Background: an optimization exercise with open tools, aiming at small area. Do not read the settings as production practice. Only simulation tests tie the RTL to the original design; equivalence was not proved. Power and IR drop assume default switching activity.

==> flow/design.v (outline; a module is shown in full before it is edited, if it fits) <==
// module algoritmo: 19 lines
// module rom_cars: 3789 lines
// module cars_x: 16 lines
// module musica: 71 lines
// module lfev: 11 lines
// module lfsq: 14 lines
// module lfnote: 15 lines
// module decoder: 26 lines
// module rom_f1: 551 lines
// module rom_09: 2139 lines
// module rom_B: 446 lines
// module rom_linea: 26 lines
// module rom_A: 393 lines
// module plan: 220 lines
// module tdiv: 16 lines
// module carpos: 10 lines
module plan(
input clock, rst, up,down,right,left,reset,start,on,
output reg [2:0 ] red,
output reg [2:0 ] green,
output reg [1:0 ] blue,
output hsync,
output vsync,
output [10:0] count,
output reg [6:0] seg,
output reg [2:0] bas,
output led,
output reg inicio, encendido,
output DOT, audio
);
  // ...
==> flow/run.sh <==
#!/bin/bash
# synth_recipe.tcl (not shown) runs the flow's synth.tcl, then flattens the netlist and writes it again
# the make line also repeats each setting of config.mk as NAME=value (left out here)
make -C /OpenROAD-flow-scripts/flow DESIGN_CONFIG=/design/flow/config.mk WORK_HOME=/design/flow/orfs CLKGATE_MAP_FILE= SYNTH_SCRIPT=/design/flow/synth_recipe.tcl finish
==> flow/config.mk <==
export PLATFORM = sky130hd
export DESIGN_NAME = plan
export DESIGN_NICKNAME = plan
export VERILOG_FILES = /design/flow/design.v
export SDC_FILE = /design/flow/constraint.sdc
export NUM_CORES = 4
export LEC_CHECK = 0
export ABC_AREA = 1
export CAP_MARGIN = 20
export CORE_MARGIN = 2
export CORE_UTILIZATION = 33
export CTS_BUF_LIST = sky130_fd_sc_hd__clkbuf_8
export PLACE_DENSITY = 0.42
export SLEW_MARGIN = 20
export SYNTH_MEMORY_MAX_BITS = 131072
==> flow/constraint.sdc <==
create_clock -name core_clock -period 20.0 [get_ports {clock}]
set_input_delay 4.0000 -clock core_clock [delete_from_list [all_inputs] [get_ports {clock}]]
set_output_delay 4.0000 -clock core_clock [all_outputs]
set_load 0.01 [all_outputs]
==> results.json, run 1 <==
{
  "synth_area_um2": 48640,
  "power_switching_mw": 0.7181,
  "synth_compound_area_share_pct": 21.42,
  "met2WireLength_um": 154000,
  "insertion_delay_ps": 740,
  "status": "finished clean",
  "clkPwrFrac_pct": 36.7,
  "met3WireLength_um": 64570,
  "seq_area_frac_synth_pct": 17.66,
  "crit_top_cell": "nand2_1",
  "hold_viol": 0,
  "drt-total-wl_um": 402800,
  "diodes": 78,
  "clk_pin_slew_worst_paths_ps": 60,
  "sw_frac_of_total_pct": 34.47,
  "wire_per_inst_um": 37.84,
  "max_freq_mhz": 95.52,
  "multi_input_area_um2": 34260,
  "crit_family": "simple AND/OR/NAND/NOR gates",
  "clock_area_share_pct": 2.525,
  "power_density_nw_per_um2": 39.29,
  "top_layer": "met5",
  "maxSlewHeadroom_pct": 8.500,
  "criticalPathCategory": "reg2reg",
  "synth_ff_type": "dfxtp_1",
  "crit_required_ps": 20400,
  "finalCritPeriodShare_pct": 52.35,
  "fin_util_pct": 36.34,
  "seqCellArea_um2": 8592,
  "design_area_um2": 53020,
  "p_leak_nw": 24.79,
  "min_to": "music.d_fa2.s[1]"
}
==> inputs of run 2 (changes only) <==
--- a/flow/config.mk
+++ b/flow/config.mk
@@ -8,8 +8,7 @@
 export ABC_AREA = 1
 export CAP_MARGIN = 20
 export CORE_MARGIN = 2
-export CORE_UTILIZATION = 33
-export CTS_BUF_LIST = sky130_fd_sc_hd__clkbuf_8
-export PLACE_DENSITY = 0.42
+export CORE_UTILIZATION = 25
+export PLACE_DENSITY = 0.35
 export SLEW_MARGIN = 20
 export SYNTH_MEMORY_MAX_BITS = 131072
==> results.json, run 2 <==
{
  "die-width_um": 445.1,
  "synth_area_um2": 48640,
  "most-common-layout-cells": "2173 x nand2_1, 1074 x nor2_1, 1065 x inv_1",
  "finalSetupViolCount": 0,
  "ir_drop_v": 0.00005607,
  "drv_cap": 0,
  "seqPwrFrac_pct": 39.6,
  "cts-htree-levels": 2,
  "syn_to_final_growth_pct": 11.51,
  "yosys-top-cells-count": "2178 x nand2_1, 1085 x nor2_1, 1070 x inv_1",
  "finalCritPeriodShare_pct": 52.52,
  "final_common_cell": "nand2_1",
  "grt_pass1_vias": 64860,
  "seq_area_frac_synth_pct": 17.66,
  "maxSlewHeadroom_pct": 12.61,
  "overflow": 0,
  "drt-total-wl_um": 437500,
  "status": "finished clean",
  "crit_arrival_ps": 10850,
  "cts_resized": 0,
  "viasPerCell": 6.268,
  "synthCells": 8637,
  "min_period_ps": 10500,
  "firstDrtPassIters": 10,
  "p_int_mw": 1.507,
  "skew_ps": 39.58,
  "hold_viol": 0,
  "async_flop_share_pct": 0,
  "grt_max_degree": 64,
  "io_buffer_count": 41,
  "pre_cts_ws_ps": 10650,
  "grt_setup_unrepaired": "no",
  "cp_slowest_stage_delay_ps": 830,
  "start_kind": "flop",
  "yosys.area.top_type_share_pct": 17.16,
  "insertion_delay_ps": 640,
  "stdcell_count": 11220,
  "drive_gt1_share_pct": 5.866,
  "antenna_found_initial": 79,
  "row_count": 161,
  "design_area_um2": 54230,
  "syn_avg_cell_area_um2": 5.631,
  "cts_setup_buffers": 0,
  "cts_tree": "done",
  "power_switching_mw": 0.7577,
  "yosys.area.top_type": "dfxtp_1",
  "num_io_pins": 45,
  "yosysMostFrequentCell": "nand2_1",
  "yosys-top-cells-area": "dfxtp_1 17%, nand2_1 17%, nor2_1 8.4%",
  "largest_register_ffs": 16,
  "root_buffer": "clkbuf_16",
  "die_area_um2": 198100,
  "crit_top_cell": "nand2_1",
  "placed_cells": 11080,
  "cts_buffers": 47,
  "critPathCaptureType": "flop",
  "ys_ff_latch": 425,
  "max_freq_mhz": 95.20,
  "synth_cell_types": 79,
  "largestRegisters": "u_blink.s x16, music.u_tempo.s x15",
  "start_util_pct": 25.20,
  "grt_usage_pct": 42.71,
  "ctsHoldBuffers": 0,
  "clk_path_buf_depth": 3,
  "die_y_um": 445.1,
  "dp_hpwl_um": 328100,
  "synth_warnings": 28,
  "synth_ff_type": "dfxtp_1",
  "wire_per_inst_um": 38.98,
  "gp_congestion": 1.183,
  "place_area_um2": 52320,
  "hold_path.class": "reg2reg",
  "finalNetCount": 8867,
  "ant_nets": 0,
  "crit_required_ps": 20350,
  "vias": 70360,
  "combinationalPowerShare_pct": 18.7,
  "clkSinkCount": 425,
  "synth_edf_count": 8,
  "max_slew.worst_pin.slew_ps": 1306,
  "sw_frac_of_total_pct": 33.45,
  "top_register": "u_blink.s",
  "final.setup.tns_ps": 0,
  "power_density_nw_per_um2": 41.76,
  "cpMaxStageDelayCell": "nor2_1",
  "total_power_mw": 2.265,
  "grt_pass1_wl_um": 583200,
  "critPathMaxFanout": 26,
  "route.detailed.drc": 0,
  "core_area_um2": 193000,
  "criticalPathCategory": "reg2reg",
  "clk_pin_slew_worst_paths_ps": 70,
  "setup_ws_ps": 9496,
  "drv_slew": 0,
  "drt_iter0_markers": 11540,
  "p_leak_nw": 24.94,
  "clkPwrFrac_pct": 41.7
}
-- run 2: cell counts after synthesis --
No cell type changed its count.
-- run 2: kinds of logic after synthesis --
logic type	synth area share, %
adders and majority gates	6.735
buffers and inverters	12.05
xor gates and xnor gates	1.546
DFF	17.66
muxes	0.02058
AOI/OAI and AO/OA	21.42
other	0.01544
and+or+nand+nor	40.56
-- run 2: stage by stage --
stage	util, %	hold slack, ps
floorplan	-	391.7
global placement	27.09	403.8
detailed placement	27.11	398.9
CTS	27.98	414.3
global route	28.04	440.0
finish	28.10	419.6
-- run 2: power groups by stage --
stage / clock, mW / combinational [mW] / sequential, mW
after floorplan: 0 / 0.216 / 0.909
after global placement: 0 / 0.395 / 0.916
after detailed placement: 0 / 0.385 / 0.916
after CTS: 0.980 / 0.387 / 0.897
after global routing: 1.01 / 0.431 / 0.900
final: 0.943 / 0.425 / 0.897
-- run 2: routing by layer --
metal | up-vias | wire length [µm] | global-route usage [%]
met2 | 5984 | 174700 | 60.83
met4 | 42 | 50070 | 37.75
li1 | 28820 | - | -
met3 | 2260 | 55870 | 19.66
met5 | - | 495 | 0.9524
met1 | 33250 | 156400 | 47.48
-- run 2: worst paths after layout --
kind | cells after the start | startpoint | slack (ps) | end
worst max-delay path | 42 | hcount[1] | 9500 | cC[2]
worst min-delay path | 2 | u_blink.s[4] | 420 | u_blink.s[5]
worst max register to register | 42 | hcount[1] | 9500 | cC[2]
worst min register to register | 2 | u_blink.s[4] | 420 | u_blink.s[5]
-- run 2: layout make-up --
cell class              instances  area, µm²
multi-input cells            6738      34300
clock buffers                  64       1320
inverters                    1124       4228
well taps                    2526       3161
flip-flops and latches        425       8592
diodes                         55      137.6
clock inverters                24      347.8
repair buffers                268       2152
fillers                     22400     138700
-- run 2: critical path: cells and delay by family, from the launching register on --
family	cells	cell delay, ps
AOI/OAI and AO/OA	3	480
adders and majority gates	3	890
buffers and inverters	11	2750
DFF	1	310
and+or+nand+nor	25	5640

-- port drivers added, routing unchanged --
No port has a modelled driver above. Below, the same layouts with a new extraction and two added sets of constraints.
Step 1 (the two cells are an assumption about what drives the block):
set clk [get_ports {clock}]
set_driving_cell -lib_cell sky130_fd_sc_hd__clkbuf_16 $clk
set_driving_cell -lib_cell sky130_fd_sc_hd__buf_2 [delete_from_list [all_inputs] $clk]
Step 2 also shifts input and output timing later by t, the mid clock arrival at the registers, as if the neighbouring blocks saw the same clock.
Slacks: no drivers / after step 1 / after step 2; pairs: no drivers / after step 1.
run	shift t [ns]	setup slack, ns	hold WS [ns]
run 1	0.754	9.531 / 9.531 / 9.531	0.410 / 0.410 / 0.410
run 2	0.695	9.496 / 9.496 / 9.496	0.420 / 0.420 / 0.420
After both steps every run listed still meets setup and hold.
